From an optimization exercise on the open Yosys and OpenROAD flow, aimed at small area and a short achievable clock period; shortcuts taken in it are not production practice.
Where RTL was checked, it was by simulation tests only, not by an equivalence proof against the original.
Function not checked in run 2: the RTL went through the layout flow alone.
Power and IR drop assume default switching activity.

[config.mk]
export PLATFORM = sky130hd
export DESIGN_NAME = solution
export DESIGN_NICKNAME = solution
export VERILOG_FILES = /design/flow/design.v
export SDC_FILE = /design/flow/constraint.sdc
export NUM_CORES = 4
export LEC_CHECK = 0
export CAP_MARGIN = 20
export CORE_MARGIN = 2
export CORE_UTILIZATION = 80
export CTS_BUF_LIST = sky130_fd_sc_hd__clkbuf_4 sky130_fd_sc_hd__clkbuf_8
export SLEW_MARGIN = 20
export SYNTH_HIERARCHICAL = 1
export SYNTH_MINIMUM_KEEP_SIZE = 0
# port buffers: the smallest buffer
export BUFFER_PORTS_ARGS = -buffer_cell sky130_fd_sc_hd__buf_1
# one tie cell per constant
export SKIP_REPAIR_TIE_FANOUT = 1
# clock tree: no dummy loads (they only balance the tree's levels)
export CTS_ARGS = -sink_clustering_enable -repair_clock_nets -dont_use_dummy_load -buf_list {sky130_fd_sc_hd__clkbuf_4 sky130_fd_sc_hd__clkbuf_8}
[constraint.sdc]
create_clock -name core_clock -period 100.0 [get_ports {clk}]
set_input_delay 20.0000 -clock core_clock [delete_from_list [all_inputs] [get_ports {clk}]]
set_output_delay 20.0000 -clock core_clock [all_outputs]
set_load 0.01 [all_outputs]
[design.v]
`timescale 1ns/1ps
module solution (
    input clk,
    input rst,
    input row_valid,
    input [281:0] row_data,
    output [63:0] splitters_hit,
    output done
);
    localparam WIDTH = 141;
    localparam HEIGHT = 142;
    reg [7:0] y;                   
    reg running;                   
    reg [WIDTH-1:0] active;        
    reg [15:0] pn;               
    reg [14:0] acc;              
    localparam NTAKE = 8;
    wire [NTAKE-1:0] take_g, ntake_g, rst_g;
    wire rst_cn;
    bs_inv u_rst (.i(rst), .o(rst_cn));
    genvar k;
    generate
        for (k = 0; k < NTAKE; k = k + 1) begin : tk
            bs_take u_take (.row_valid(row_valid), .running(running), .rst(rst), .rst_cn(rst_cn),
                            .take(take_g[k]), .ntake(ntake_g[k]), .rst_l(rst_g[k]));
        end
    endgenerate
    wire take = take_g[0];
    wire [WIDTH-1:0] nhit, d;
    genvar i;
    generate
        for (i = 0; i < WIDTH; i = i + 1) begin : cols
            wire nhl = (i == 0) ? 1'b1 : nhit[(i == 0) ? 0 : i - 1];
            wire nhr = (i == WIDTH - 1) ? 1'b1 : nhit[(i == WIDTH - 1) ? 0 : i + 1];
            bs_col u_col (
                .a(active[i]), .c0(row_data[2*i]), .c1(row_data[2*i+1]),
                .take(take_g[i * NTAKE / WIDTH]), .ntake(ntake_g[i * NTAKE / WIDTH]),
                .rst(rst_g[i * NTAKE / WIDTH]), .nhl(nhl), .nhr(nhr),
                .nhit(nhit[i]), .d(d[i])
            );
        end
    endgenerate
    wire rst0 = rst_g[0];
    always @(posedge clk) begin
        active <= d;
        if (rst0) begin
            y <= 8'd0;
            running <= 1'b1;
        end else if (take) begin
            y <= y + 8'd1;
            if (y == HEIGHT - 1) running <= 1'b0;
        end
    end
    assign done = ~running;
    wire s1, c2;
    bs_fa u_s1 (.a(nhit[0]), .b(nhit[100]), .c(nhit[101]), .s(s1), .co(c2));
    wire s3, c4;
    bs_fa u_s3 (.a(nhit[102]), .b(nhit[103]), .c(nhit[104]), .s(s3), .co(c4));
    wire s5, c6;
    bs_fa u_s5 (.a(nhit[105]), .b(nhit[106]), .c(nhit[107]), .s(s5), .co(c6));
    wire s7, c8;
    bs_fa u_s7 (.a(nhit[108]), .b(nhit[109]), .c(nhit[10]), .s(s7), .co(c8));
    wire s9, c10;
    bs_fa u_s9 (.a(nhit[110]), .b(nhit[111]), .c(nhit[112]), .s(s9), .co(c10));
    wire s11, c12;
    bs_fa u_s11 (.a(nhit[113]), .b(nhit[114]), .c(nhit[115]), .s(s11), .co(c12));
    wire s13, c14;
    bs_fa u_s13 (.a(nhit[116]), .b(nhit[117]), .c(nhit[118]), .s(s13), .co(c14));
    wire s15, c16;
    bs_fa u_s15 (.a(nhit[119]), .b(nhit[11]), .c(nhit[120]), .s(s15), .co(c16));
    wire s17, c18;
    bs_fa u_s17 (.a(nhit[121]), .b(nhit[122]), .c(nhit[123]), .s(s17), .co(c18));
    wire s19, c20;
    bs_fa u_s19 (.a(nhit[124]), .b(nhit[125]), .c(nhit[126]), .s(s19), .co(c20));
    wire s21, c22;
    bs_fa u_s21 (.a(nhit[127]), .b(nhit[128]), .c(nhit[129]), .s(s21), .co(c22));
    wire s23, c24;
    bs_fa u_s23 (.a(nhit[12]), .b(nhit[130]), .c(nhit[131]), .s(s23), .co(c24));
    wire s25, c26;
    bs_fa u_s25 (.a(nhit[132]), .b(nhit[133]), .c(nhit[134]), .s(s25), .co(c26));
    wire s27, c28;
    bs_fa u_s27 (.a(nhit[135]), .b(nhit[136]), .c(nhit[137]), .s(s27), .co(c28));
    wire s29, c30;
    bs_fa u_s29 (.a(nhit[138]), .b(nhit[139]), .c(nhit[13]), .s(s29), .co(c30));
    wire s31, c32;
    bs_fa u_s31 (.a(nhit[140]), .b(nhit[14]), .c(nhit[15]), .s(s31), .co(c32));
    wire s33, c34;
    bs_fa u_s33 (.a(nhit[16]), .b(nhit[17]), .c(nhit[18]), .s(s33), .co(c34));
    wire s35, c36;
    bs_fa u_s35 (.a(nhit[19]), .b(nhit[1]), .c(nhit[20]), .s(s35), .co(c36));
    wire s37, c38;
    bs_fa u_s37 (.a(nhit[21]), .b(nhit[22]), .c(nhit[23]), .s(s37), .co(c38));
    wire s39, c40;
    bs_fa u_s39 (.a(nhit[24]), .b(nhit[25]), .c(nhit[26]), .s(s39), .co(c40));
    wire s41, c42;
    bs_fa u_s41 (.a(nhit[27]), .b(nhit[28]), .c(nhit[29]), .s(s41), .co(c42));
    wire s43, c44;
    bs_fa u_s43 (.a(nhit[2]), .b(nhit[30]), .c(nhit[31]), .s(s43), .co(c44));
    wire s45, c46;
    bs_fa u_s45 (.a(nhit[32]), .b(nhit[33]), .c(nhit[34]), .s(s45), .co(c46));
    wire s47, c48;
    bs_fa u_s47 (.a(nhit[35]), .b(nhit[36]), .c(nhit[37]), .s(s47), .co(c48));
    wire s49, c50;
    bs_fa u_s49 (.a(nhit[38]), .b(nhit[39]), .c(nhit[3]), .s(s49), .co(c50));
    wire s51, c52;
    bs_fa u_s51 (.a(nhit[40]), .b(nhit[41]), .c(nhit[42]), .s(s51), .co(c52));
    wire s53, c54;
    bs_fa u_s53 (.a(nhit[43]), .b(nhit[44]), .c(nhit[45]), .s(s53), .co(c54));
    wire s55, c56;
    bs_fa u_s55 (.a(nhit[46]), .b(nhit[47]), .c(nhit[48]), .s(s55), .co(c56));
    wire s57, c58;
    bs_fa u_s57 (.a(nhit[49]), .b(nhit[4]), .c(nhit[50]), .s(s57), .co(c58));
    wire s59, c60;
    bs_fa u_s59 (.a(nhit[51]), .b(nhit[52]), .c(nhit[53]), .s(s59), .co(c60));
    wire s61, c62;
    bs_fa u_s61 (.a(nhit[54]), .b(nhit[55]), .c(nhit[56]), .s(s61), .co(c62));
    wire s63, c64;
    bs_fa u_s63 (.a(nhit[57]), .b(nhit[58]), .c(nhit[59]), .s(s63), .co(c64));
    wire s65, c66;
    bs_fa u_s65 (.a(nhit[5]), .b(nhit[60]), .c(nhit[61]), .s(s65), .co(c66));
    wire s67, c68;
    bs_fa u_s67 (.a(nhit[62]), .b(nhit[63]), .c(nhit[64]), .s(s67), .co(c68));
    wire s69, c70;
    bs_fa u_s69 (.a(nhit[65]), .b(nhit[66]), .c(nhit[67]), .s(s69), .co(c70));
    wire s71, c72;
    bs_fa u_s71 (.a(nhit[68]), .b(nhit[69]), .c(nhit[6]), .s(s71), .co(c72));
    wire s73, c74;
    bs_fa u_s73 (.a(nhit[70]), .b(nhit[71]), .c(nhit[72]), .s(s73), .co(c74));
    wire s75, c76;
    bs_fa u_s75 (.a(nhit[73]), .b(nhit[74]), .c(nhit[75]), .s(s75), .co(c76));
    wire s77, c78;
    bs_fa u_s77 (.a(nhit[76]), .b(nhit[77]), .c(nhit[78]), .s(s77), .co(c78));
    wire s79, c80;
    bs_fa u_s79 (.a(nhit[79]), .b(nhit[7]), .c(nhit[80]), .s(s79), .co(c80));
    wire s81, c82;
    bs_fa u_s81 (.a(nhit[81]), .b(nhit[82]), .c(nhit[83]), .s(s81), .co(c82));
    wire s83, c84;
    bs_fa u_s83 (.a(nhit[84]), .b(nhit[85]), .c(nhit[86]), .s(s83), .co(c84));
    wire s85, c86;
    bs_fa u_s85 (.a(nhit[87]), .b(nhit[88]), .c(nhit[89]), .s(s85), .co(c86));
    wire s87, c88;
    bs_fa u_s87 (.a(nhit[8]), .b(nhit[90]), .c(nhit[91]), .s(s87), .co(c88));
    wire s89, c90;
    bs_fa u_s89 (.a(nhit[92]), .b(nhit[93]), .c(nhit[94]), .s(s89), .co(c90));
    wire s91, c92;
    bs_fa u_s91 (.a(nhit[95]), .b(nhit[96]), .c(nhit[97]), .s(s91), .co(c92));
    wire s93, c94;
    bs_fa u_s93 (.a(nhit[98]), .b(nhit[99]), .c(nhit[9]), .s(s93), .co(c94));
    wire s95, c96;
    bs_fa u_s95 (.a(s1), .b(s11), .c(s13), .s(s95), .co(c96));
    wire s97, c98;
    bs_fa u_s97 (.a(s15), .b(s17), .c(s19), .s(s97), .co(c98));
    wire s99, c100;
    bs_fa u_s99 (.a(s21), .b(s23), .c(s25), .s(s99), .co(c100));
    wire s101, c102;
    bs_fa u_s101 (.a(s27), .b(s29), .c(s3), .s(s101), .co(c102));
    wire s103, c104;
    bs_fa u_s103 (.a(s31), .b(s33), .c(s35), .s(s103), .co(c104));
    wire s105, c106;
    bs_fa u_s105 (.a(s37), .b(s39), .c(s41), .s(s105), .co(c106));
    wire s107, c108;
    bs_fa u_s107 (.a(s43), .b(s45), .c(s47), .s(s107), .co(c108));
    wire s109, c110;
    bs_fa u_s109 (.a(s49), .b(s5), .c(s51), .s(s109), .co(c110));
    wire s111, c112;
    bs_fa u_s111 (.a(s53), .b(s55), .c(s57), .s(s111), .co(c112));
    wire s113, c114;
    bs_fa u_s113 (.a(s59), .b(s61), .c(s63), .s(s113), .co(c114));
    wire s115, c116;
    bs_fa u_s115 (.a(s65), .b(s67), .c(s69), .s(s115), .co(c116));
    wire s117, c118;
    bs_fa u_s117 (.a(s7), .b(s71), .c(s73), .s(s117), .co(c118));
    wire s119, c120;
    bs_fa u_s119 (.a(s75), .b(s77), .c(s79), .s(s119), .co(c120));
    wire s121, c122;
    bs_fa u_s121 (.a(s81), .b(s83), .c(s85), .s(s121), .co(c122));
    wire s123, c124;
    bs_fa u_s123 (.a(s87), .b(s89), .c(s9), .s(s123), .co(c124));
    wire s125, c126;
    bs_fa u_s125 (.a(s91), .b(s93), .c(s101), .s(s125), .co(c126));
    wire s127, c128;
    bs_fa u_s127 (.a(s103), .b(s105), .c(s107), .s(s127), .co(c128));
    wire s129, c130;
    bs_fa u_s129 (.a(s109), .b(s111), .c(s113), .s(s129), .co(c130));
    wire s131, c132;
    bs_fa u_s131 (.a(s115), .b(s117), .c(s119), .s(s131), .co(c132));
    wire s133, c134;
    bs_fa u_s133 (.a(s121), .b(s123), .c(s95), .s(s133), .co(c134));
    wire s135, c136;
    bs_fa u_s135 (.a(s97), .b(s99), .c(s125), .s(s135), .co(c136));
    wire s137, c138;
    bs_fa u_s137 (.a(s127), .b(s129), .c(s131), .s(s137), .co(c138));
    wire s139, c140;
    bs_fa u_s139 (.a(s133), .b(s135), .c(s137), .s(s139), .co(c140));
    wire s141, c142;
    bs_fa u_s141 (.a(c10), .b(c12), .c(c14), .s(s141), .co(c142));
    wire s143, c144;
    bs_fa u_s143 (.a(c16), .b(c18), .c(c2), .s(s143), .co(c144));
    wire s145, c146;
    bs_fa u_s145 (.a(c20), .b(c22), .c(c24), .s(s145), .co(c146));
    wire s147, c148;
    bs_fa u_s147 (.a(c26), .b(c28), .c(c30), .s(s147), .co(c148));
    wire s149, c150;
    bs_fa u_s149 (.a(c32), .b(c34), .c(c36), .s(s149), .co(c150));
    wire s151, c152;
    bs_fa u_s151 (.a(c38), .b(c4), .c(c40), .s(s151), .co(c152));
    wire s153, c154;
    bs_fa u_s153 (.a(c42), .b(c44), .c(c46), .s(s153), .co(c154));
    wire s155, c156;
    bs_fa u_s155 (.a(c48), .b(c50), .c(c52), .s(s155), .co(c156));
    wire s157, c158;
    bs_fa u_s157 (.a(c54), .b(c56), .c(c58), .s(s157), .co(c158));
    wire s159, c160;
    bs_fa u_s159 (.a(c6), .b(c60), .c(c62), .s(s159), .co(c160));
    wire s161, c162;
    bs_fa u_s161 (.a(c64), .b(c66), .c(c68), .s(s161), .co(c162));
    wire s163, c164;
    bs_fa u_s163 (.a(c70), .b(c72), .c(c74), .s(s163), .co(c164));
    wire s165, c166;
    bs_fa u_s165 (.a(c76), .b(c78), .c(c8), .s(s165), .co(c166));
    wire s167, c168;
    bs_fa u_s167 (.a(c80), .b(c82), .c(c84), .s(s167), .co(c168));
    wire s169, c170;
    bs_fa u_s169 (.a(c86), .b(c88), .c(c90), .s(s169), .co(c170));
    wire s171, c172;
    bs_fa u_s171 (.a(c92), .b(c94), .c(c100), .s(s171), .co(c172));
    wire s173, c174;
    bs_fa u_s173 (.a(c102), .b(c104), .c(c106), .s(s173), .co(c174));
    wire s175, c176;
    bs_fa u_s175 (.a(c108), .b(c110), .c(c112), .s(s175), .co(c176));
    wire s177, c178;
    bs_fa u_s177 (.a(c114), .b(c116), .c(c118), .s(s177), .co(c178));
    wire s179, c180;
    bs_fa u_s179 (.a(c120), .b(c122), .c(c124), .s(s179), .co(c180));
    wire s181, c182;
    bs_fa u_s181 (.a(c96), .b(c98), .c(s141), .s(s181), .co(c182));
    wire s183, c184;
    bs_fa u_s183 (.a(s143), .b(s145), .c(s147), .s(s183), .co(c184));
    wire s185, c186;
    bs_fa u_s185 (.a(s149), .b(s151), .c(s153), .s(s185), .co(c186));
    wire s187, c188;
    bs_fa u_s187 (.a(s155), .b(s157), .c(s159), .s(s187), .co(c188));
    wire s189, c190;
    bs_fa u_s189 (.a(s161), .b(s163), .c(s165), .s(s189), .co(c190));
    wire s191, c192;
    bs_fa u_s191 (.a(s167), .b(s169), .c(c126), .s(s191), .co(c192));
    wire s193, c194;
    bs_fa u_s193 (.a(c128), .b(c130), .c(c132), .s(s193), .co(c194));
    wire s195, c196;
    bs_fa u_s195 (.a(c134), .b(s171), .c(s173), .s(s195), .co(c196));
    wire s197, c198;
    bs_fa u_s197 (.a(s175), .b(s177), .c(s179), .s(s197), .co(c198));
    wire s199, c200;
    bs_fa u_s199 (.a(s181), .b(s183), .c(s185), .s(s199), .co(c200));
    wire s201, c202;
    bs_fa u_s201 (.a(s187), .b(s189), .c(c136), .s(s201), .co(c202));
    wire s203, c204;
    bs_fa u_s203 (.a(c138), .b(s191), .c(s193), .s(s203), .co(c204));
    wire s205, c206;
    bs_fa u_s205 (.a(s195), .b(s197), .c(s199), .s(s205), .co(c206));
    wire s207, c208;
    bs_fa u_s207 (.a(c140), .b(s201), .c(s203), .s(s207), .co(c208));
    wire s209, c210;
    bs_fa u_s209 (.a(c142), .b(c144), .c(c146), .s(s209), .co(c210));
    wire s211, c212;
    bs_fa u_s211 (.a(c148), .b(c150), .c(c152), .s(s211), .co(c212));
    wire s213, c214;
    bs_fa u_s213 (.a(c154), .b(c156), .c(c158), .s(s213), .co(c214));
    wire s215, c216;
    bs_fa u_s215 (.a(c160), .b(c162), .c(c164), .s(s215), .co(c216));
    wire s217, c218;
    bs_fa u_s217 (.a(c166), .b(c168), .c(c170), .s(s217), .co(c218));
    wire s219, c220;
    bs_fa u_s219 (.a(c172), .b(c174), .c(c176), .s(s219), .co(c220));
    wire s221, c222;
    bs_fa u_s221 (.a(c178), .b(c180), .c(c182), .s(s221), .co(c222));
    wire s223, c224;
    bs_fa u_s223 (.a(c184), .b(c186), .c(c188), .s(s223), .co(c224));
    wire s225, c226;
    bs_fa u_s225 (.a(c190), .b(s209), .c(s211), .s(s225), .co(c226));
    wire s227, c228;
    bs_fa u_s227 (.a(s213), .b(s215), .c(s217), .s(s227), .co(c228));
    wire s229, c230;
    bs_fa u_s229 (.a(c192), .b(c194), .c(c196), .s(s229), .co(c230));
    wire s231, c232;
    bs_fa u_s231 (.a(c198), .b(c200), .c(s219), .s(s231), .co(c232));
    wire s233, c234;
    bs_fa u_s233 (.a(s221), .b(s223), .c(s225), .s(s233), .co(c234));
    wire s235, c236;
    bs_fa u_s235 (.a(s227), .b(c202), .c(c204), .s(s235), .co(c236));
    wire s237, c238;
    bs_fa u_s237 (.a(c206), .b(s229), .c(s231), .s(s237), .co(c238));
    wire s239, c240;
    bs_fa u_s239 (.a(c210), .b(c212), .c(c214), .s(s239), .co(c240));
    wire s241, c242;
    bs_fa u_s241 (.a(c216), .b(c218), .c(c220), .s(s241), .co(c242));
    wire s243, c244;
    bs_fa u_s243 (.a(c222), .b(c224), .c(c226), .s(s243), .co(c244));
    wire s245, c246;
    bs_fa u_s245 (.a(c228), .b(s239), .c(c230), .s(s245), .co(c246));
    wire s247, c248;
    bs_fa u_s247 (.a(c232), .b(c234), .c(s241), .s(s247), .co(c248));
    wire s249, c250;
    bs_fa u_s249 (.a(c240), .b(c242), .c(c244), .s(s249), .co(c250));
    wire [15:0] pn_next = {c250, s249, c248, c246, s247, s245, c238, c236, s243, s237, s235, c208, s233, s207, s205, s139};
    wire [15:0] pt = ~pn;
    wire s251, c252;
    bs_ha u_s251 (.a(acc[2]), .b(pt[3]), .s(s251), .co(c252));
    wire s253, c254;
    bs_fa u_s253 (.a(acc[3]), .b(pt[10]), .c(pt[11]), .s(s253), .co(c254));
    wire s255, c256;
    bs_ha u_s255 (.a(pt[7]), .b(pt[8]), .s(s255), .co(c256));
    wire s257, c258;
    bs_fa u_s257 (.a(acc[4]), .b(pt[12]), .c(pt[13]), .s(s257), .co(c258));
    wire s259, c260;
    bs_ha u_s259 (.a(pt[4]), .b(pt[5]), .s(s259), .co(c260));
    wire s261, c262;
    bs_fa u_s261 (.a(pt[9]), .b(c252), .c(s255), .s(s261), .co(c262));
    wire s263, c264;
    bs_fa u_s263 (.a(pt[14]), .b(c256), .c(c254), .s(s263), .co(c264));
    wire s265, c266;
    bs_ha u_s265 (.a(acc[5]), .b(pt[15]), .s(s265), .co(c266));
    wire s267, c268;
    bs_ha u_s267 (.a(acc[1]), .b(pt[1]), .s(s267), .co(c268));
    wire s269, c270;
    bs_fa u_s269 (.a(pt[6]), .b(s251), .c(s259), .s(s269), .co(c270));
    wire s271, c272;
    bs_fa u_s271 (.a(c260), .b(s253), .c(s261), .s(s271), .co(c272));
    wire s273, c274;
    bs_fa u_s273 (.a(s257), .b(c262), .c(s263), .s(s273), .co(c274));
    wire s275, c276;
    bs_fa u_s275 (.a(s265), .b(c258), .c(c264), .s(s275), .co(c276));
    wire s277, c278;
    bs_ha u_s277 (.a(acc[6]), .b(c266), .s(s277), .co(c278));
    wire [7:0] fr0 = {c278, c276, c274, c272, c270, c268, s267, acc[0]};
    wire [7:0] fr1 = {acc[7], s277, s275, s273, s271, s269, pt[2], pt[0]};
    wire [8:0] fsum = fr0 + fr1;
    wire inc8 = fsum[8];
    wire tot8 = acc[8] ^ inc8;
    wire pre9 = acc[8];
    wire inc9 = fsum[8] & pre9;
    wire tot9 = acc[9] ^ inc9;
    wire pre10 = pre9 & acc[9];
    wire inc10 = fsum[8] & pre10;
    wire tot10 = acc[10] ^ inc10;
    wire pre11 = pre10 & acc[10];
    wire inc11 = fsum[8] & pre11;
    wire tot11 = acc[11] ^ inc11;
    wire pre12 = pre11 & acc[11];
    wire inc12 = fsum[8] & pre12;
    wire tot12 = acc[12] ^ inc12;
    wire pre13 = pre12 & acc[12];
    wire inc13 = fsum[8] & pre13;
    wire tot13 = acc[13] ^ inc13;
    wire pre14 = pre13 & acc[13];
    wire inc14 = fsum[8] & pre14;
    wire tot14 = acc[14] ^ inc14;
    wire [14:0] total = {tot14, tot13, tot12, tot11, tot10, tot9, tot8, fsum[7], fsum[6], fsum[5], fsum[4], fsum[3], fsum[2], fsum[1], fsum[0]};
    always @(posedge clk) begin
        pn <= pn_next;                  
        if (rst0) acc <= 15'd0;
        else acc <= total;
    end
    assign splitters_hit = {49'd0, total};
endmodule
module bs_col (
    input a, input c0, input c1, input take, input ntake, input rst,
    input nhl, input nhr,
    output nhit, output d
);
    assign nhit = ~(a & c0 & ~c1 & take);
    wire src = ~ntake & c1 & ~c0;
    wire nkeep = ~((a & nhit) | src);
    assign d = ~((nkeep & nhl & nhr) | rst);
endmodule
module bs_take (input row_valid, input running, input rst, input rst_cn,
                output take, output ntake, output rst_l);
    assign take = row_valid & running & ~rst;
    assign ntake = ~take;
    assign rst_l = ~rst_cn;
endmodule
module bs_inv (input i, output o);
    assign o = ~i;
endmodule
module bs_fa (input a, input b, input c, output s, output co);
    assign s = a ^ b ^ c;
    assign co = (a & b) | (a & c) | (b & c);
endmodule
module bs_ha (input a, input b, output s, output co);
    assign s = a ^ b;
    assign co = a & b;
endmodule
module bs_hac (input a, input b, output s, output co);
    assign s = ~(a ^ b);
    assign co = a | b;
endmodule
[flow/run.sh]
#!/bin/bash
# Own layout flow: the standard flow, with
#  - the column cell bs_col mapped by hand (flow/bs_col_cells.v) before flattening,
#  - flow/extra.mk appended to config.mk (port buffer cell).
set -euo pipefail
cd "$(dirname "$0")/.."
W=$PWD
cat flow/extra.mk >> config.mk
# synthesis: the standard flow's script, with the hand-mapped bs_col read over the synthesized one
awk -v f="$W/flow/bs_col_cells.v" '{print} /source .*synth.tcl/ {print "read_verilog -overwrite " f}' \
  synth_recipe.tcl > my_synth.tcl
grep -q "read_verilog -overwrite" my_synth.tcl
sed "s#SYNTH_SCRIPT=[^ ]*#SYNTH_SCRIPT=$W/my_synth.tcl#" standard.sh > my_standard.sh
grep -q "my_synth.tcl" my_standard.sh
bash my_standard.sh ${FLOW_TARGET:-finish} > make_finish.log 2>&1
[flow/bs_col_cells.v]
// bs_col and bs_take (see rtl/solution.v) mapped by hand to sky130_fd_sc_hd cells.
//
// bs_col:
// nhit = ~(a & c0 & ~c1 & take)
// src  = ~c0 & ~ntake & c1
// nk   = ~((a & nhit) | src)
// d    = ~((nk & nhl & nhr) | rst)
module bs_col (
    input a, input c0, input c1, input take, input ntake, input rst,
    input nhl, input nhr,
    output nhit, output d
);
    wire src, nk;
    sky130_fd_sc_hd__nand4b_1 g_hit (.A_N(c1), .B(c0), .C(a), .D(take), .Y(nhit));
    sky130_fd_sc_hd__nor3b_1 g_src (.A(c0), .B(ntake), .C_N(c1), .Y(src));
    sky130_fd_sc_hd__a21oi_1 g_keep (.A1(a), .A2(nhit), .B1(src), .Y(nk));
    sky130_fd_sc_hd__a31oi_1 g_d (.A1(nk), .A2(nhl), .A3(nhr), .B1(rst), .Y(d));
endmodule

// bs_take:
// take = row_valid & running & ~rst, ntake = ~take, rst_l = ~rst_cn
module bs_take (input row_valid, input running, input rst, input rst_cn,
                output take, output ntake, output rst_l);
    sky130_fd_sc_hd__and3b_2 g_take (.A_N(rst), .B(running), .C(row_valid), .X(take));
    sky130_fd_sc_hd__inv_1 g_ntake (.A(take), .Y(ntake));
    sky130_fd_sc_hd__inv_2 g_rst (.A(rst_cn), .Y(rst_l));
endmodule

// bs_inv: an inverter
module bs_inv (input i, output o);
    sky130_fd_sc_hd__inv_2 g_inv (.A(i), .Y(o));
endmodule
[flow/extra.mk]
# port buffers: the smallest buffer
export BUFFER_PORTS_ARGS = -buffer_cell sky130_fd_sc_hd__buf_1
# one tie cell per constant
export SKIP_REPAIR_TIE_FANOUT = 1
# clock tree: no dummy loads (they only balance the tree's levels)
export CTS_ARGS = -sink_clustering_enable -repair_clock_nets -dont_use_dummy_load -buf_list {sky130_fd_sc_hd__clkbuf_4 sky130_fd_sc_hd__clkbuf_8}
[standard.sh]
#!/bin/bash
# synth_recipe.tcl (not shown) runs the flow's synth.tcl, then flattens the netlist and writes it again
# the make line also repeats each setting of config.mk as NAME=value (left out here)
make -C /OpenROAD-flow-scripts/flow DESIGN_CONFIG=/design/flow/config.mk WORK_HOME=/design/flow/orfs CLKGATE_MAP_FILE= SYNTH_SCRIPT=/design/flow/synth_recipe.tcl "${@:-finish}"
==> qor.csv, run 1 <==
metric,value,unit
outcome,"complete, no violations",
nets,1798,
die extent in x,125,µm
Final Max Tran Viols,0,
WP buf/inv,1,
layout cells sized above 1,3.01,%
Worst path slowest cell,fa_1,
DR pass1 iterations,7,
VDD IR max,0.0118,mV
final wirelength,36.5,mm
Clock Latency Late Sink,0.48,ns
clk sinks,181,
Multi-input gate area,0.00747,mm²
Syn Area/Cell,10.6,µm²
Detailed Route Iter0 Violations,1263,
# port buffers,300,
post-route insts no fill,1548,
CTS Buf Count,17,
Longest Clk Path Bufs,2,
io pins,350,
Slew headroom,46.7,%
Fin Clk Skew,0.0223,ns
max frequency,41.6,MHz
routed length per instance,23.6,µm
Max Fanout on Critical Path,27,
"Period Utilization, post-route",24.0,%
crit-path cells,"buf_1, and3b_2, nand4b_1, fa_1, fa_1, fa_1, fa_1, fa_1, fa_1",
filler cell count,697,
final worst path period need,24.03,ns
Die Height,125,µm
Leak,0.00358,µW
clock root buffer,clkbuf_8,
HP Start,y[7]$_SDFFE_PP0P_,
Worst Path Arrival,24.37,ns
CP startpoint kind,primary input,
routability cong.,0.967,
hold_buf cts,0,
Rows,44,
worst hold path class,reg -> reg,
Gate Count Post-Synth,1102,
Power Density,10.8,mW/mm²
syn nets,1538,
Post-DRT Antenna Nets,0,
Final setup viols,0,
vias in the first global route,11207,
Slew @ Worst Pin,0.798,ns
CP top delay family,adder cells,
Reg2Reg Setup Slack,95.21,ns
HPWL Detailed,27.8,mm
Mapped Area,0.0117,mm²
"Core Util, Final",89.1,%
unrepaired setup endpoints after global routing,no,
H-tree Lvls,4,
vias after detailed routing,11238,
initial antenna violation count,2,
Crit Reg-Reg Startpoint,running$_SDFFE_PP1P_,
Seq. cell area,0.00362,mm²
Worst Setup SP,row_valid,
CTS tree,done,
CP dominant cell by count,fa_1,
Fin Setup TNS,0,ns
Max Cap Viol,0,
post-CTS setup buffer count,0,
DRC viols,0,
global route overflow,0,
WP data required,100.34,ns
die area,0.0156,mm²
Final Power,139,µW
Critical Path Max Stage Delay,0.65,ns
Area Growth Syn to Fin,9.99,%
post-cts sizing count,0,
Post-Place Cells,1527,
Setup crit end kind,register,
"CTS clk-pin slew, worst paths",0.08,ns
Yosys Warn Count,7,
Initial Util,81.0,%
GR Util All Layers,46.3,%
final hold violation count,0,
global-route wire length before repair,56.7,mm
largest net degree at the start of global routing,50,
via-per-instance ratio,7.26,
crit path kind,in -> reg,
area of the core,0.0144,mm²
==> layout by cell type (no fill, tap or decap) <==
| master | n |
|---|---|
| buf_1 | 300 |
| dfxtp_1 | 181 |
| a21oi_1 | 149 |
| nor3b_1 | 142 |
| a31oi_1 | 141 |
| nand4b_1 | 141 |
| fa_1 | 134 |
| inv_1 | 33 |
| ha_1 | 17 |
| clkbuf_8 | 17 |
| nor2_1 | 15 |
| nor2b_1 | 12 |
| xor2_1 | 9 |
| inv_2 | 9 |
| and3b_2 | 8 |
| nand2_1 | 7 |
| xnor2_1 | 6 |
| diode_2 | 4 |
| o21ai_0 | 4 |
| nand4_1 | 4 |
| nand2b_1 | 3 |
| o21ai_2 | 3 |
| a211oi_1 | 2 |
| a21o_1 | 2 |
| o31ai_1 | 2 |
| nand3_1 | 2 |
| nor2_2 | 2 |
| and2b_1 | 2 |
| mux2_1 | 2 |
| or3_1 | 2 |
| conb_1 | 2 |
| o21a_1 | 1 |
| a211oi_4 | 1 |
| o21ai_1 | 1 |
| o211ai_1 | 1 |
| o21bai_2 | 1 |
| and3_1 | 1 |
| nor4_1 | 1 |
==> worst reg2reg max path, stage by stage, from the launching register on <==
cell and delay [ns]:
dfxtp_1 0.51, and3b_2 0.62, nand4b_1 0.32, fa_1 0.65
fa_1 0.47, fa_1 0.60, fa_1 0.49, fa_1 0.58
fa_1 0.43
==> where the power goes <==
part | internal, µW | switching (µW)
sequential | 75.3 | 1.85
combinational | 9.19 | 13.7
clock | 15.0 | 23.8
total | 99.6 | 39.3
==> stage by stage <==
| step | setup slack [ns] | instance area [µm²] | hold WS, ns |
|---|---|---|---|
| 6_report | 75.97 | 12900 | 0.513 |
| 5_1_grt | 75.87 | 12800 | 0.533 |
| 4_1_cts | 76.05 | 12800 | 0.503 |
| 2_1_floorplan | 76.31 | 11700 | 0.458 |
| 3_5_place_dp | 75.59 | 12600 | 0.489 |
| 3_3_place_gp | 75.80 | 12600 | 0.471 |
==> routing by layer <==
| layer | vias to the layer above | wire (µm) | track usage [%] |
|---|---|---|---|
| met5 | - | 0 | 0 |
| met2 | 1034 | 16700 | 73.2 |
| met1 | 5242 | 12300 | 55.8 |
| met3 | 284 | 4620 | 13.8 |
| li1 | 4678 | - | - |
| met4 | 0 | 2890 | 29.0 |
==> area by class of cell <==
type	count	area share (%)
multi-input combinational	820	58.1
sequential	181	28.2
timing repair buffer	300	8.76
clock buffer	17	1.82
tap	184	1.79
inverter	42	1.23
antenna	4	0.0779
==> state kept, by name, indices dropped and copies added (netlist names) <==
signal   cells
active     141
y            8
acc         15
pn          16
running      1
==> path summary, 6_finish.rpt <==
kind / endpoint / cells past startpoint
worst min-delay path: y[7]$_SDFFE_PP0P_ / 2
worst min register to register: y[7]$_SDFFE_PP0P_ / 2
worst max-delay path: pn[2]$_DFF_P_ / 9
worst max register to register: pn[2]$_DFF_P_ / 8
==> run 2, diff against run 1 <==
--- a/design.v
+++ b/design.v
@@ -15,5 +15,5 @@
     reg [15:0] pn;               
     reg [14:0] acc;              
-    localparam NTAKE = 8;
+    localparam NTAKE = 16;
     wire [NTAKE-1:0] take_g, ntake_g, rst_g;
     wire rst_cn;
--- a/config.mk
+++ b/config.mk
@@ -8,5 +8,5 @@
 export CAP_MARGIN = 20
 export CORE_MARGIN = 2
-export CORE_UTILIZATION = 80
+export CORE_UTILIZATION = 65
 export CTS_BUF_LIST = sky130_fd_sc_hd__clkbuf_4 sky130_fd_sc_hd__clkbuf_8
 export SLEW_MARGIN = 20
==> run 2 against run 1 <==
Against the previous run: global-route usage decreased by 13 points; power decreased by 0.57%; largest power group unchanged; die area increased by 24%; still clean on timing, DRC and antenna; first-iteration DRC count shrank 37%; largest cell class unchanged; worst hold slack got worse by 0.0072 ns; via count decreased by 8.7%; cell count increased by 4.5%; flip-flop and latch count did not move; sequential power about the same.
==> qor.csv, run 2 <==
metric,value,unit,change
post-CTS setup buffer count,0,,unchanged
vias in the first global route,10150,,-9.4%
Fin Clk Skew,0.0301,ns,+0.00778 ns
Die Height,139,µm,+11%
hold_buf cts,0,,unchanged
Worst Setup SP,row_valid,,
Slew headroom,26.8,%,-20 points
final worst path period need,24.46,ns,+0.429 ns
final setup margin,75.54,ns,-0.429 ns
Power Density,10.6,mW/mm²,-2.1%
GR Util All Layers,33.7,%,-13 points
Clock Latency Late Sink,0.47,ns,about the same
post-cts sizing count,0,,unchanged
crit path kind,in -> reg,,
Final Max Tran Viols,0,,unchanged
layout cells sized above 1,4.12,%,+1.1 points
Levels on crit path,9,,unchanged
Worst Path Arrival,24.80,ns,+0.43 ns
clock root buffer,clkbuf_8,,
area of the core,0.0179,mm²,+24%
HPWL Detailed,26.2,mm,-5.6%
Syn Area/Cell,10.5,µm²,-0.96%
outcome,"complete, no violations",,
Initial Util,66.1,%,-15 points
Fin Setup TNS,0,ns,unchanged
CP top delay family,adder cells,,
crit-path cells,"buf_1, and3b_2, nand4b_1, fa_1, fa_1, fa_1, fa_1, fa_1, fa_1",,
routed length per instance,20.3,µm,-14%
HP Start,y[7]$_SDFFE_PP0P_,,
Max Cap Viol,0,,unchanged
most common library cell in the layout ignoring fill and taps,buf_1,,
WP buf/inv,1,,unchanged
final hold slack,0.506,ns,-0.00717 ns
io pins,350,,unchanged
Mapped Area,0.0118,mm²,+1.2%
hold path depth,2,,unchanged
CP startpoint kind,primary input,,
nets,1822,,+1.3%
largest net degree at the start of global routing,50,,unchanged
max reg flops,141,,unchanged
vias after detailed routing,10258,,-8.7%
Longest Clk Path Bufs,2,,unchanged
Gate Count Post-Synth,1126,,+2.2%
# port buffers,300,,unchanged
Post-DRT Antenna Nets,0,,unchanged
clk sinks,181,,unchanged
largest registers,"active (141), pn (16), acc (15)",,
Worst path slowest cell,buf_1,,
H-tree Lvls,4,,unchanged
Slew @ Worst Pin,1.10,ns,+0.300 ns
die area,0.0193,mm²,+24%
Area Growth Syn to Fin,10.3,%,
filler cell count,1420,,+100%
"Core Util, Final",72.9,%,-16 points
"commonest cells after routing, fill and taps aside","buf_1, dfxtp_1, a21oi_1",,
unrepaired setup endpoints after global routing,no,,
CP dominant cell by count,fa_1,,
via-per-instance ratio,6.34,,-13%
final wirelength,32.8,mm,-10%
Yosys Warn Count,7,,unchanged
"CTS clk-pin slew, worst paths",0.09,ns,about the same
DP Worst Slack,75.14,ns,-0.456 ns
VDD IR max,0.0101,mV,-14%
worst reg2reg path depth,8,,unchanged
Final Power,138,µW,-0.57%
Critical Path Max Stage Delay,0.77,ns,+0.12 ns
DRC viols,0,,unchanged
max frequency,40.9,MHz,-1.8%
Multi-input gate area,0.00755,mm²,+1.1%
Rows,49,,+11%
WP data required,100.34,ns,about the same
Max Fanout on Critical Path,18,,-33%
largest register by flop count,active,,
Final setup viols,0,,unchanged
CTS Buf Count,17,,unchanged
die extent in x,139,µm,+11%
CTS tree,done,,
Crit Reg-Reg Startpoint,running$_SDFFE_PP1P_,,
"Period Utilization, post-route",24.5,%,+0.43 points
DR pass1 iterations,7,,unchanged
Seq. cell area,0.00362,mm²,unchanged
Reg2Reg Setup Slack,94.90,ns,-0.31 ns
routability cong.,0.863,,-11%
initial antenna violation count,4,,+2
syn nets,1562,,+1.6%
global route overflow,0,,unchanged
Detailed Route Iter0 Violations,796,,-37%
worst hold path class,reg -> reg,,
Setup crit end kind,register,,
Leak,0.00369,µW,+2.9%
final hold violation count,0,,unchanged
global-route wire length before repair,51.4,mm,-9.3%
==> run 2: layout make-up <==
| cell class | instances | share of cell area [%] |
|---|---|---|
| sequential | 181 | 27.8 |
| antenna | 4 | 0.0767 |
| timing repair buffer | 300 | 8.63 |
| multi-input combinational | 828 | 57.9 |
| tap | 229 | 2.20 |
| inverter | 58 | 1.67 |
| clock buffer | 17 | 1.79 |
==> run 2: power breakdown <==
group | switching [µW] | internal, µW | total [µW]
Sequential | 1.64 | 75.3 | 77.0
Combinational | 12.8 | 9.35 | 22.2
Clock | 23.8 | 15.1 | 38.9
==> run 2: path summary, 6_finish.rpt <==
kind / to
hold / removal: y[7]$_SDFFE_PP0P_
setup / recovery: pn[6]$_DFF_P_
hold reg to reg: y[7]$_SDFFE_PP0P_
setup reg to reg: pn[6]$_DFF_P_
==> run 2: worst min-delay path, stage by stage, from the launching register on <==
cell and delay, ns:
dfxtp_1 0.33, o21ai_0 0.08, a21oi_1 0.06
==> run 2: metal layers <==
layer	up-vias	global-route usage, %	routed length, µm
li1	4746	-	-
met1	4999	43.2	13100
met2	447	55.5	16000
met3	64	8.11	2570
met4	2	13.8	1140
met5	-	0	13
==> run 2: stage by stage <==
| stage | std cells | instance area [µm²] |
|---|---|---|
| 6_report | 1617 | 13100 |
| 5_1_grt | 1616 | 13000 |
| 4_1_cts | 1613 | 13000 |
| 3_5_place_dp | 1596 | 12800 |
| 3_3_place_gp | 1596 | 12800 |
| 2_1_floorplan | 1126 | 11800 |
==> run 3, diff against run 2 <==
--- a/design.v
+++ b/design.v
@@ -15,5 +15,5 @@
     reg [15:0] pn;               
     reg [14:0] acc;              
-    localparam NTAKE = 16;
+    localparam NTAKE = 8;
     wire [NTAKE-1:0] take_g, ntake_g, rst_g;
     wire rst_cn;
--- a/flow/extra.mk
+++ b/flow/extra.mk
@@ -5,2 +5,4 @@
 # clock tree: no dummy loads (they only balance the tree's levels)
 export CTS_ARGS = -sink_clustering_enable -repair_clock_nets -dont_use_dummy_load -buf_list {sky130_fd_sc_hd__clkbuf_4 sky130_fd_sc_hd__clkbuf_8}
+# timing repair aims for this much setup slack
+export SETUP_SLACK_MARGIN = 77
--- a/config.mk
+++ b/config.mk
@@ -19,2 +19,4 @@
 # clock tree: no dummy loads (they only balance the tree's levels)
 export CTS_ARGS = -sink_clustering_enable -repair_clock_nets -dont_use_dummy_load -buf_list {sky130_fd_sc_hd__clkbuf_4 sky130_fd_sc_hd__clkbuf_8}
+# timing repair aims for this much setup slack
+export SETUP_SLACK_MARGIN = 77
==> run 3 against run 2 <==
Against the previous run: area after synthesis shrank 1.2%; largest cell class unchanged; highest routed layer is now met4; largest power group unchanged; wire length grew 17%; flip-flop and latch count is the same; clock-buffer cell count is the same; cell count grew 9.6%; worst setup slack gained 0.89 ns; sequential share of layout area shrank 3.5 points.
==> qor.csv, run 3 <==
metric,value,unit,change
Rows,49,,unchanged
Leak,0.00464,µW,+26%
Post-Place Cells,1572,,-1.5%
nets,1979,,+8.6%
filler cell count,1080,,-24%
Final Power,142,µW,+2.6%
Fin Setup TNS,0,ns,unchanged
Syn Area/Cell,10.6,µm²,+0.97%
Setup crit end kind,primary output,,
Slew @ Worst Pin,0.902,ns,-0.196 ns
unrepaired setup endpoints after global routing,yes,,
CTS tree,done,,
Slew headroom,39.8,%,+13 points
design area,0.0149,mm²,+14%
largest registers,"active (141), pn (16), acc (15)",,
Gate Count Post-Synth,1102,,-2.1%
routed length per instance,21.7,µm,+7.0%
vias after detailed routing,11428,,+11%
Detailed Route Iter0 Violations,869,,+9.2%
"Period Utilization, post-route",23.6,%,-0.89 points
global route overflow,0,,unchanged
die extent in x,138,µm,-0.58%
CTS Buf Count,17,,unchanged
final wirelength,38.4,mm,+17%
Post-DRT Antenna Nets,0,,unchanged
Initial Util,65.7,%,-0.33 points
WP data required,80.00,ns,-20.34 ns
final hold violation count,0,,unchanged
"commonest cells after routing, fill and taps aside","buf_1, dfxtp_1, a21oi_1",,
clock root buffer,clkbuf_8,,
# port buffers,300,,unchanged
largest register by flop count,active,,
worst hold path class,reg -> reg,,
Worst Path Arrival,3.57,ns,-21.23 ns
syn nets,1538,,-1.5%
Reg2Reg Setup Slack,95.33,ns,+0.43 ns
HPWL Detailed,24.8,mm,-5.4%
CP startpoint kind,register,,
area of the core,0.0178,mm²,-0.68%
Die Height,138,µm,-0.58%
clk sinks,181,,unchanged
Fin Clk Skew,0.0389,ns,+0.00880 ns
vias in the first global route,11680,,+15%
outcome,"complete, no violations",,
DRC viols,0,,unchanged
final worst path period need,23.57,ns,-0.888 ns
VDD IR max,0.00917,mV,-9.5%
die area,0.0191,mm²,-1.1%
hold_buf cts,0,,unchanged
Max Fanout on Critical Path,4,,-14
hold path depth,2,,unchanged
placement-stage cell area,0.0128,mm²,-0.33%
via-per-instance ratio,6.45,,+1.6%
post-route insts no fill,1773,,+9.6%
HP Start,y[7]$_SDFFE_PP0P_,,
Area Growth Syn to Fin,27.8,%,
Max Cap Viol,0,,unchanged
Power Density,9.48,mW/mm²,-10%
max reg flops,141,,unchanged
max frequency,42.4,MHz,+3.8%
crit path kind,reg -> out,,
io pins,350,,unchanged
Worst Setup SP,pn[7]$_DFF_P_,,
Clock Latency Late Sink,0.48,ns,about the same
final hold slack,0.494,ns,-0.0112 ns
Final setup viols,0,,unchanged
Longest Clk Path Bufs,2,,unchanged
H-tree Lvls,4,,unchanged
RR Endpoint,pn[2]$_DFF_P_,,
global-route wire length before repair,59.6,mm,+16%
worst hold endpoint,y[7]$_SDFFE_PP0P_,,
GR Util All Layers,39.1,%,+5.3 points
Crit Reg-Reg Startpoint,running$_SDFFE_PP1P_,,
"CTS clk-pin slew, worst paths",0.08,ns,about the same
Yosys Warn Count,7,,unchanged
layout cells sized above 1,21.3,%,+17 points
Mapped Area,0.0117,mm²,-1.2%
routability cong.,0.865,,+0.22%
most common library cell in the layout ignoring fill and taps,buf_1,,
worst reg2reg path depth,8,,unchanged
initial antenna violation count,4,,unchanged
DR pass1 iterations,5,,-2
Final Max Tran Viols,0,,unchanged
largest net degree at the start of global routing,50,,unchanged
## run 3: metal layers
metal  track usage (%)  vias to the layer above  part of all wire (%)
met5                 0                        -                     0
met4              16.7                        0                   5.0
met3              10.0                      148                   9.3
met2              65.9                      668                    49
met1              47.9                     5526                    37
li1                  -                     5086                     -
## run 3: where the power goes
group | switching [µW] | total, µW | internal (µW)
Clock | 24.2 | 39.3 | 15.1
Combinational | 13.9 | 25.2 | 11.3
Sequential | 1.73 | 77.1 | 75.3
Total | 39.9 | 142 | 102
## run 3: critical path: stages (launching register included)
cell and delay [ns]:
dfxtp_1 0.33, inv_1 0.06, ha_1 0.31, fa_1 0.50, fa_1 0.45, ha_4 0.22
nor2_2 0.21, a211oi_4 0.11, o31ai_1 0.26, nand2b_1 0.13, ha_4 0.17, xor2_1 0.19
buf_2 0.16
## run 3: worst max-delay path by stage
stage / to / slack (ns) / cells past startpoint
6_report: splitters_hit[9] / 76.43 / 12
5_1_grt: splitters_hit[9] / 76.28 / 12
4_1_cts: splitters_hit[9] / 76.52 / 11
3_5_place_dp: pn[2]$_DFF_P_ / 75.64 / 9
3_3_place_gp: pn[2]$_DFF_P_ / 75.71 / 9
2_1_floorplan: pn[2]$_DFF_P_ / 76.38 / 8
## run 3: cell type report
class	instances	area, µm²	area share (%)
diodes	3	7.51	0.0503
clock buffers	17	234	1.57
inverters	42	158	1.06
multi-input cells	837	8020	53.7
flip-flops and latches	181	3630	24.3
well taps	229	287	1.92
repair buffers	464	2600	17.4
## run 3: timing repair
| item | in CTS | in global routing |
|---|---|---|
| gates cloned | 19 | 0 |
| buffers inserted | 150 | 12 |
| endpoints found under the setup margin | 27 | 28 |
| pin swaps | 137 | 32 |
| gates resized for setup | 101 | 48 |
## run 3: stage by stage
stage                     utilization (%)  worst slack, ns
after floorplan                         -            76.38
after detailed placement             71.8            75.64
final                                84.0            76.43
after global routing                 84.0            76.28
after global placement               71.8            75.71
after CTS                            82.2            76.52
==> run 4, diff against run 3 <==
==> flow/extra.mk (replaced) <==
# port buffers: the smallest buffer
export BUFFER_PORTS_ARGS = -buffer_cell sky130_fd_sc_hd__buf_1
# one tie cell per constant
export SKIP_REPAIR_TIE_FANOUT = 1
# clock tree: no dummy loads (they only balance the tree's levels)
export CTS_ARGS = -sink_clustering_enable -repair_clock_nets -dont_use_dummy_load -buf_list {sky130_fd_sc_hd__clkbuf_16} -root_buf sky130_fd_sc_hd__clkbuf_16
--- a/config.mk
+++ b/config.mk
@@ -18,5 +18,3 @@
 export SKIP_REPAIR_TIE_FANOUT = 1
 # clock tree: no dummy loads (they only balance the tree's levels)
-export CTS_ARGS = -sink_clustering_enable -repair_clock_nets -dont_use_dummy_load -buf_list {sky130_fd_sc_hd__clkbuf_4 sky130_fd_sc_hd__clkbuf_8}
-# timing repair aims for this much setup slack
-export SETUP_SLACK_MARGIN = 77
+export CTS_ARGS = -sink_clustering_enable -repair_clock_nets -dont_use_dummy_load -buf_list {sky130_fd_sc_hd__clkbuf_16} -root_buf sky130_fd_sc_hd__clkbuf_16
==> run 4 against run 3 <==
Against the previous run: critical endpoint is now pn[6]$_DFF_P_; maximum frequency down 1.5%; clock power up about 40%; largest cell class unchanged; flip-flop and latch count unchanged; via count down 12%; non-clock buffer count down 164; register-to-register slack better by 0.07 ns; sequential power about the same; still clean on timing, DRC and antenna; synthesized cell count unchanged; cell count down 10%; final area down 12%; largest power group unchanged.
==> qor.csv, run 4 <==
metric,value,unit,change
Post-Place Cells,1572,,unchanged
Initial Util,65.7,%,unchanged
Combinational Power Share,13.9,%,-3.9 points
post-cts sizing count,0,,-100%
post-CTS setup buffer count,0,,-100%
Mapped Area,0.0117,mm²,unchanged
RR Endpoint,pn[6]$_DFF_P_,,
crit path kind,in -> reg,,
Sw Ratio,25.8,%,-2.4 points
largest registers,"active (141), pn (16), acc (15)",,
"CTS clk-pin slew, worst paths",0.06,ns,-0.02 ns
Syn Area/Cell,10.6,µm²,unchanged
vias after detailed routing,10059,,-12%
Area Growth Syn to Fin,12.1,%,
Fin Setup TNS,0,ns,unchanged
io pins,350,,unchanged
vias in the first global route,9988,,-14%
HPWL Detailed,24.9,mm,+0.47%
Clock Latency Late Sink,0.43,ns,-0.05 ns
Crit Reg-Reg Startpoint,running$_SDFFE_PP1P_,,
Die Height,138,µm,unchanged
post-route insts no fill,1593,,-10%
"commonest cells after routing, fill and taps aside","buf_1, dfxtp_1, a21oi_1",,
DR pass1 iterations,5,,unchanged
most common library cell in the layout ignoring fill and taps,buf_1,,
outcome,"complete, no violations",,
Yosys Warn Count,7,,unchanged
Rows,49,,unchanged
VDD IR max,0.0125,mV,+36%
clk sinks,181,,unchanged
Final Max Tran Viols,0,,unchanged
CTS Buf Count,17,,unchanged
Worst Path Arrival,24.23,ns,+20.66 ns
Power Density,11.7,mW/mm²,+24%
Leak,0.00367,µW,-21%
die extent in x,138,µm,unchanged
Detailed Route Iter0 Violations,732,,-16%
Power Internal,114,µW,+12%
nets,1798,,-9.1%
# port buffers,300,,unchanged
GR Util All Layers,33.2,%,-5.9 points
layout cells sized above 1,3.01,%,-18 points
Post-DRT Antenna Nets,0,,unchanged
routed length on met3,2.59,mm,-28%
unrepaired setup endpoints after global routing,no,,
CP startpoint kind,primary input,,
final worst path period need,23.93,ns,+0.355 ns
area of the core,0.0178,mm²,unchanged
max frequency,41.8,MHz,-1.5%
max reg flops,141,,unchanged
Max Fanout on Critical Path,27,,+23
Gate Count Post-Synth,1102,,unchanged
largest net degree at the start of global routing,50,,unchanged
worst hold path class,reg -> reg,,
Longest Clk Path Bufs,2,,unchanged
global route overflow,0,,unchanged
worst reg2reg path depth,8,,unchanged
sequential power share,50.1,%,-4.3 points
syn nets,1538,,unchanged
routability cong.,0.879,,+1.6%
Reg2Reg Setup Slack,95.40,ns,+0.07 ns
metal1 wirelength,13.2,mm,-7.0%
WP data required,100.30,ns,+20.30 ns
routed wl met2,15.3,mm,-18%
H-tree Lvls,4,,unchanged
CTS tree,done,,
"Period Utilization, post-route",23.9,%,+0.35 points
clock share of power,35.9,%,+8.1 points
largest register by flop count,active,,
Final setup viols,0,,unchanged
Slew headroom,43.9,%,+4.2 points
initial antenna violation count,4,,unchanged
die area,0.0191,mm²,unchanged
Worst Setup SP,row_valid,,
DRC viols,0,,unchanged
Fin Clk Skew,0.0170,ns,-0.0220 ns
clock root buffer,clkbuf_16,,
Setup crit end kind,register,,
CP endpoint,pn[6]$_DFF_P_,,
global-route wire length before repair,50.5,mm,-15%
Max Cap Viol,0,,unchanged
final hold violation count,0,,unchanged
via-per-instance ratio,6.31,,-2.0%
final wirelength,31.9,mm,-17%
DR top layer,met5,,
NetSw,39.6,µW,-0.64%
Slew @ Worst Pin,0.840,ns,-0.0626 ns
routed length per instance,20.0,µm,-7.6%
hold_buf cts,0,,unchanged
-- run 4: cell count changes in the layout (fill, tap and decap cells not counted), sizes merged --
cell / before / now
buf: 464 / 300
and3b: 25 / 8
diode: 3 / 4
-- run 4: power groups by stage --
stage / registers (µW) / clock network (µW) / logic (µW)
2_1_floorplan: 78.2 / 0 / 13.9
3_3_place_gp: 78.5 / 0 / 20.5
3_5_place_dp: 78.6 / 0 / 21.0
4_1_cts: 77.0 / 55.9 / 21.2
5_1_grt: 77.4 / 58.4 / 23.7
6_report: 77.1 / 55.2 / 21.4
-- run 4: cell type report --
| class | instances | area, µm² |
|---|---|---|
| Timing Repair Buffer | 300 | 1130 |
| Tap cell | 229 | 287 |
| Fill cell | 1384 | 4680 |
| Antenna cell | 4 | 10.0 |
| Multi-Input combinational cell | 820 | 7470 |
| Sequential cell | 181 | 3620 |
| Clock buffer | 17 | 425 |
| Inverter | 42 | 158 |
-- run 4: routing by layer --
metal,global-route usage [%],up-vias
li1,-,4680
met1,44.0,4911
met2,53.7,402
met3,8.94,62
met4,10.4,4
met5,0,-
-- run 4: critical path, cell delays in order --
cell,delay [ns]
buf_1,0.21
and3b_2,0.59
nand4b_1,0.31
fa_1,0.61
fa_1,0.56
fa_1,0.46
fa_1,0.53
fa_1,0.47
fa_1,0.47
-- run 4: worst min-delay path by stage --
stage	startpoint	end	slack, ns	depth (start not counted)
floorplan	y[7]$_SDFFE_PP0P_	y[7]$_SDFFE_PP0P_	0.46	2
global placement	y[7]$_SDFFE_PP0P_	y[7]$_SDFFE_PP0P_	0.47	2
detailed placement	y[7]$_SDFFE_PP0P_	y[7]$_SDFFE_PP0P_	0.48	2
CTS	y[7]$_SDFFE_PP0P_	y[7]$_SDFFE_PP0P_	0.49	2
global route	y[7]$_SDFFE_PP0P_	y[7]$_SDFFE_PP0P_	0.53	2
finish	y[7]$_SDFFE_PP0P_	y[7]$_SDFFE_PP0P_	0.49	2
-- run 4: per-stage QoR --
stage	utilization [%]	setup WS (ns)	area (µm²)	hold slack [ns]	power, µW
floorplan	-	76.31	11700	0.458	92.0
global placement	71.2	75.73	12700	0.471	99.0
detailed placement	71.2	75.65	12700	0.478	99.6
CTS	73.6	76.08	13100	0.488	154
global route	73.6	75.89	13100	0.532	159
finish	73.7	76.07	13100	0.486	154
==> run 5, diff against run 4 <==
==> flow/extra.mk (replaced) <==
# port buffers: the smallest buffer
export BUFFER_PORTS_ARGS = -buffer_cell sky130_fd_sc_hd__buf_1
# one tie cell per constant
export SKIP_REPAIR_TIE_FANOUT = 1
# clock tree: no dummy loads (they only balance the tree's levels)
export CTS_ARGS = -repair_clock_nets -dont_use_dummy_load -buf_list {sky130_fd_sc_hd__clkbuf_4 sky130_fd_sc_hd__clkbuf_8}
--- a/config.mk
+++ b/config.mk
@@ -18,3 +18,3 @@
 export SKIP_REPAIR_TIE_FANOUT = 1
 # clock tree: no dummy loads (they only balance the tree's levels)
-export CTS_ARGS = -sink_clustering_enable -repair_clock_nets -dont_use_dummy_load -buf_list {sky130_fd_sc_hd__clkbuf_16} -root_buf sky130_fd_sc_hd__clkbuf_16
+export CTS_ARGS = -repair_clock_nets -dont_use_dummy_load -buf_list {sky130_fd_sc_hd__clkbuf_4 sky130_fd_sc_hd__clkbuf_8}
==> run 5 against run 4 <==
Against the previous run: cell count down 0.13%; clock power down about 30%; largest cell class unchanged; flip-flop and latch count unchanged; still clean; maximum frequency about the same.
==> qor.csv, run 5 <==
metric,value,unit,change
vias after detailed routing,10081,,+0.22%
max frequency,41.8,MHz,about the same
Final Max Tran Viols,0,,unchanged
CP startpoint kind,primary input,,
outcome,"complete, no violations",,
unrepaired setup endpoints after global routing,no,,
filler cell count,1404,,+1.4%
Seq. cell area,0.00362,mm²,unchanged
Clock Latency Late Sink,0.47,ns,+0.04 ns
clock root buffer,clkbuf_8,,
VDD IR max,0.00890,mV,-29%
Syn Area/Cell,10.6,µm²,unchanged
Post-DRT Antenna Nets,0,,unchanged
Critical Path Max Stage Delay,0.61,ns,about the same
layout cells sized above 1,3.01,%,unchanged
Area Growth Syn to Fin,10.4,%,
worst hold path class,reg -> reg,,
final wirelength,31.5,mm,-1.2%
post-cts sizing count,0,,unchanged
largest net degree at the start of global routing,50,,unchanged
Yosys Warn Count,7,,unchanged
Detailed Route Iter0 Violations,722,,-1.4%
final hold violation count,0,,unchanged
DRC viols,0,,unchanged
crit path kind,in -> reg,,
Final setup viols,0,,unchanged
post-CTS setup buffer count,0,,unchanged
CP dominant cell by count,fa_1,,
Power Density,10.6,mW/mm²,-9.6%
max reg flops,141,,unchanged
WP buf/inv,1,,unchanged
Mapped Area,0.0117,mm²,unchanged
Longest Clk Path Bufs,2,,unchanged
largest registers,"active (141), pn (16), acc (15)",,
CP top delay family,adder cells,,
syn nets,1538,,unchanged
Slew @ Worst Pin,0.821,ns,-0.0190 ns
# port buffers,300,,unchanged
H-tree Lvls,4,,unchanged
largest register by flop count,active,,
Slew headroom,45.2,%,+1.3 points
Gate Count Post-Synth,1102,,unchanged
"CTS clk-pin slew, worst paths",0.10,ns,+0.04 ns
Fin Setup TNS,0,ns,unchanged
CTS tree,done,,
WP data required,100.33,ns,+0.03 ns
area of the core,0.0178,mm²,unchanged
Worst Path Arrival,24.26,ns,+0.03 ns
hold_buf cts,0,,unchanged
HPWL Detailed,24.9,mm,unchanged
GR Util All Layers,32.6,%,-0.55 points
io pins,350,,unchanged
Rows,49,,unchanged
vias in the first global route,9932,,-0.56%
Fin Clk Skew,0.0278,ns,+0.0108 ns
global route overflow,0,,unchanged
routed length per instance,19.8,µm,-1.1%
clk sinks,181,,unchanged
Max Cap Viol,0,,unchanged
initial antenna violation count,3,,-1
Leak,0.00358,µW,-2.4%
die area,0.0191,mm²,unchanged
CTS Buf Count,17,,unchanged
Multi-input gate area,0.00747,mm²,unchanged
Worst path slowest cell,fa_1,,
global-route wire length before repair,49.9,mm,-1.1%
"Period Utilization, post-route",23.9,%,about the same
routability cong.,0.879,,unchanged
"Core Util, Final",72.6,%,-1.1 points
nets,1798,,unchanged
DR pass1 iterations,6,,+1
crit-path cells,"buf_1, and3b_2, nand4b_1, fa_1, fa_1, fa_1, fa_1, fa_1, fa_1",,
Initial Util,65.7,%,unchanged
final worst path period need,23.92,ns,-0.00280 ns
via-per-instance ratio,6.34,,+0.34%
Die Height,138,µm,unchanged
Setup crit end kind,register,,
die extent in x,138,µm,unchanged
most common library cell in the layout ignoring fill and taps,buf_1,,
"commonest cells after routing, fill and taps aside","buf_1, dfxtp_1, a21oi_1",,
Max Fanout on Critical Path,27,,unchanged
## run 5: cell count changes in the layout (fill, tap and decap cells not counted)
| cell | delta |
|---|---|
| clkbuf_8 | +17 |
| clkbuf_16 | -17 |
| diode_2 | -2 |
## run 5: routing by layer
layer / GRT usage [%] / up-vias / wire, µm
li1: - / 4677 / -
met1: 44.2 / 4874 / 12900
met2: 52.0 / 446 / 14800
met3: 7.93 / 80 / 2720
met4: 11.0 / 4 / 990
met5: 0 / - / 27
## run 5: path summary, 6_finish.rpt
| path | start | to | slack, ns | depth (start not counted) |
|---|---|---|---|---|
| worst min-delay path | y[5]$_SDFFE_PP0P_ | y[5]$_SDFFE_PP0P_ | 0.51 | 2 |
| worst min register to register | y[5]$_SDFFE_PP0P_ | y[5]$_SDFFE_PP0P_ | 0.51 | 2 |
| worst max register to register | running$_SDFFE_PP1P_ | pn[6]$_DFF_P_ | 95.39 | 8 |
| worst max-delay path | row_valid | pn[6]$_DFF_P_ | 76.08 | 9 |
## run 5: report_power, final
group          leakage [µW]  switching, µW  internal [µW]
Combinational       0.00199           12.3           9.09
Clock              0.000122           23.4           15.1
Sequential          0.00147           1.63           75.3
Total               0.00358           37.3           99.5
## run 5: worst register-to-register path, stage by stage, from the launching register on
cell      delay (ns)
dfxtp_1         0.45
and3b_2         0.59
nand4b_1        0.33
fa_1            0.61
fa_1            0.56
fa_1            0.46
fa_1            0.53
fa_1            0.47
fa_1            0.47
## run 5: area by class of cell
cell class	count	share of cell area (%)
Tap cell	229	2.22
Clock buffer	17	1.81
Antenna cell	2	0.0388
Inverter	42	1.22
Multi-Input combinational cell	820	57.9
Timing Repair Buffer	300	8.73
Sequential cell	181	28.1
## run 5: metrics by stage
step | instance area [µm²] | power [µW] | std cells | setup slack, ns | hold slack, ns
final | 12900 | 137 | 1591 | 76.08 | 0.508
after global routing | 12900 | 143 | 1589 | 75.92 | 0.563
after global placement | 12700 | 99.0 | 1572 | 75.73 | 0.471
after CTS | 12900 | 137 | 1589 | 76.12 | 0.510
after detailed placement | 12700 | 99.6 | 1572 | 75.65 | 0.478
after floorplan | 11700 | 92.0 | 1102 | 76.31 | 0.458
==> run 6, diff against run 5 <==
==> flow/extra.mk (replaced) <==
# port buffers: the smallest buffer
export BUFFER_PORTS_ARGS = -buffer_cell sky130_fd_sc_hd__buf_1
# one tie cell per constant
export SKIP_REPAIR_TIE_FANOUT = 1
# clock tree: no dummy loads (they only balance the tree's levels)
export CTS_ARGS = -sink_clustering_enable -sink_clustering_size 30 -sink_clustering_max_diameter 200 -sink_clustering_levels 1 -repair_clock_nets -dont_use_dummy_load -buf_list {sky130_fd_sc_hd__clkbuf_8}
--- a/config.mk
+++ b/config.mk
@@ -18,3 +18,3 @@
 export SKIP_REPAIR_TIE_FANOUT = 1
 # clock tree: no dummy loads (they only balance the tree's levels)
-export CTS_ARGS = -repair_clock_nets -dont_use_dummy_load -buf_list {sky130_fd_sc_hd__clkbuf_4 sky130_fd_sc_hd__clkbuf_8}
+export CTS_ARGS = -sink_clustering_enable -sink_clustering_size 30 -sink_clustering_max_diameter 200 -sink_clustering_levels 1 -repair_clock_nets -dont_use_dummy_load -buf_list {sky130_fd_sc_hd__clkbuf_8}
==> run 6 against run 5 <==
Against the previous run: still clean; cell count stayed put; core utilization stayed put; maximum frequency stayed put; worst hold slack stayed put; first-iteration DRC count stayed put; critical path type unchanged; critical endpoint unchanged; largest power group unchanged.
==> qor.csv, run 6 <==
metric,value,unit,change
outcome,"complete, no violations",,
metal1 wirelength,12.9,mm,unchanged
VDD IR max,0.00890,mV,unchanged
CP startpoint kind,primary input,,
routability cong.,0.879,,unchanged
global-route wire length before repair,49.9,mm,unchanged
final worst path period need,23.92,ns,unchanged
Post-DRT Antenna Nets,0,,unchanged
area of the core,0.0178,mm²,unchanged
die area,0.0191,mm²,unchanged
clock root buffer,clkbuf_8,,
syn nets,1538,,unchanged
Initial Util,65.7,%,unchanged
largest register by flop count,active,,
Gate Count Post-Synth,1102,,unchanged
design area,0.0129,mm²,unchanged
Leak,0.00358,µW,unchanged
Max Cap Viol,0,,unchanged
most common library cell in the layout ignoring fill and taps,buf_1,,
Longest Clk Path Bufs,2,,unchanged
layout cells sized above 1,3.01,%,unchanged
global route overflow,0,,unchanged
H-tree Lvls,4,,unchanged
"Period Utilization, post-route",23.9,%,unchanged
crit path kind,in -> reg,,
unrepaired setup endpoints after global routing,no,,
max reg flops,141,,unchanged
Area Growth Syn to Fin,10.4,%,unchanged
DR top layer,met5,,
max frequency,41.8,MHz,unchanged
clk sinks,181,,unchanged
Setup crit end kind,register,,
Slew headroom,45.2,%,unchanged
Syn Area/Cell,10.6,µm²,unchanged
largest net degree at the start of global routing,50,,unchanged
"Core Util, Final",72.6,%,unchanged
largest registers,"active (141), pn (16), acc (15)",,
Sw Ratio,27.3,%,unchanged
Detailed Route Iter0 Violations,722,,unchanged
Final Max Tran Viols,0,,unchanged
"commonest cells after routing, fill and taps aside","buf_1, dfxtp_1, a21oi_1",,
Slew @ Worst Pin,0.821,ns,unchanged
Worst Path Arrival,24.26,ns,about the same
NetSw,37.3,µW,unchanged
initial antenna violation count,3,,unchanged
routed wl met2,14.8,mm,unchanged
vias after detailed routing,10081,,unchanged
nets,1798,,unchanged
vias in the first global route,9932,,unchanged
WP data required,100.33,ns,about the same
Yosys Warn Count,7,,unchanged
Clock Latency Late Sink,0.47,ns,about the same
worst hold path class,reg -> reg,,
Mapped Area,0.0117,mm²,unchanged
routed length on met3,2.72,mm,unchanged
Fin Setup TNS,0,ns,unchanged
die extent in x,138,µm,unchanged
post-CTS setup buffer count,0,,unchanged
Final setup viols,0,,unchanged
Power Internal,99.5,µW,unchanged
hold_buf cts,0,,unchanged
Power Density,10.6,mW/mm²,unchanged
CTS Buf Count,17,,unchanged
final wirelength,31.5,mm,unchanged
via-per-instance ratio,6.34,,unchanged
# port buffers,300,,unchanged
"CTS clk-pin slew, worst paths",0.10,ns,about the same
HPWL Detailed,24.9,mm,unchanged
io pins,350,,unchanged
sequential power share,56.3,%,about the same
DR pass1 iterations,6,,unchanged
post-cts sizing count,0,,unchanged
filler cell count,1404,,unchanged
final hold violation count,0,,unchanged
DRC viols,0,,unchanged
clock share of power,28.1,%,about the same
placement-stage cell area,0.0127,mm²,unchanged
Max Fanout on Critical Path,27,,unchanged
CTS tree,done,,
Combinational Power Share,15.6,%,about the same
Die Height,138,µm,unchanged
GR Util All Layers,32.6,%,unchanged
routed length per instance,19.8,µm,unchanged
Rows,49,,unchanged
Fin Clk Skew,0.0278,ns,unchanged
run 6: cell type report:
class                      count  area (µm²)  area share [%]
antenna                        2        5.00          0.0388
clock buffer                  17         234            1.81
inverter                      42         158            1.22
multi-input combinational    820        7470            57.9
sequential                   181        3620            28.1
tap                          229         287            2.22
timing repair buffer         300        1130            8.73
run 6: path summary, 6_finish.rpt:
| kind | startpoint | endpoint | slack, ns | cells after the start |
|---|---|---|---|---|
| setup / recovery | row_valid | pn[6]$_DFF_P_ | 76.08 | 9 |
| hold / removal | y[5]$_SDFFE_PP0P_ | y[5]$_SDFFE_PP0P_ | 0.51 | 2 |
| hold reg to reg | y[5]$_SDFFE_PP0P_ | y[5]$_SDFFE_PP0P_ | 0.51 | 2 |
| setup reg to reg | running$_SDFFE_PP1P_ | pn[6]$_DFF_P_ | 95.39 | 8 |
run 6: per-layer routing:
layer  vias up  GRT usage (%)
li1       4677              -
met1      4874           44.2
met2       446           52.0
met3        80           7.93
met4         4           11.0
met5         -              0
run 6: power by group through the flow:
stage                     Sequential [µW]  Combinational, µW  Clock, µW
after floorplan                      78.2               13.9          0
after global placement               78.5               20.5          0
after detailed placement             78.6               21.0          0
after CTS                            77.0               21.1       39.4
after global routing                 77.3               23.7       41.8
final                                77.0               21.4       38.5
run 6: metrics by stage:
| stage | instances | total power, µW | setup WS [ns] | hold slack [ns] |
|---|---|---|---|---|
| 6_report | 1591 | 137 | 76.08 | 0.508 |
| 3_5_place_dp | 1572 | 99.6 | 75.65 | 0.478 |
| 2_1_floorplan | 1102 | 92.0 | 76.31 | 0.458 |
| 5_1_grt | 1589 | 143 | 75.92 | 0.563 |
| 4_1_cts | 1589 | 137 | 76.12 | 0.510 |
| 3_3_place_gp | 1572 | 99.0 | 75.73 | 0.471 |
run 6: critical path: stages:
cell      delay, ns
buf_1          0.22
and3b_2        0.59
nand4b_1       0.32
fa_1           0.61
fa_1           0.56
fa_1           0.46
fa_1           0.53
fa_1           0.47
fa_1           0.47

afterwards: timing with drivers on the ports:
No port has a modelled driver above. Below, the same layouts with a new extraction and two added sets of constraints. Step 1: set_driving_cell puts a clkbuf_16 on clk and a buf_2 on each other input, an assumption about the parent block. Step 2, shift: input delay + t, output delay - t, t = (earliest + latest rising clock arrival at the registers) / 2. This alone moves slack from input paths to output paths. Slacks: no drivers / after step 1 / after step 2; pairs: no drivers / after step 1.
run	shift t [ns]	setup WS [ns]	pins driven straight from the clock port
run 1	0.512	75.969 / 75.974 / 75.462	1
run 2	0.494	75.540 / 75.552 / 75.058	1
run 3	0.500	76.427 / 76.384 / 75.884	1
run 4	0.473	76.073 / 76.083 / 75.610	1
run 5	0.493	76.076 / 76.072 / 75.579	1
run 6	0.493	76.076 / 76.072 / 75.579	1
After both steps every run listed still meets setup and hold. The setup slack of run 3, which loses most, moves by -0.043 ns with the drivers and by -0.543 ns with both steps.
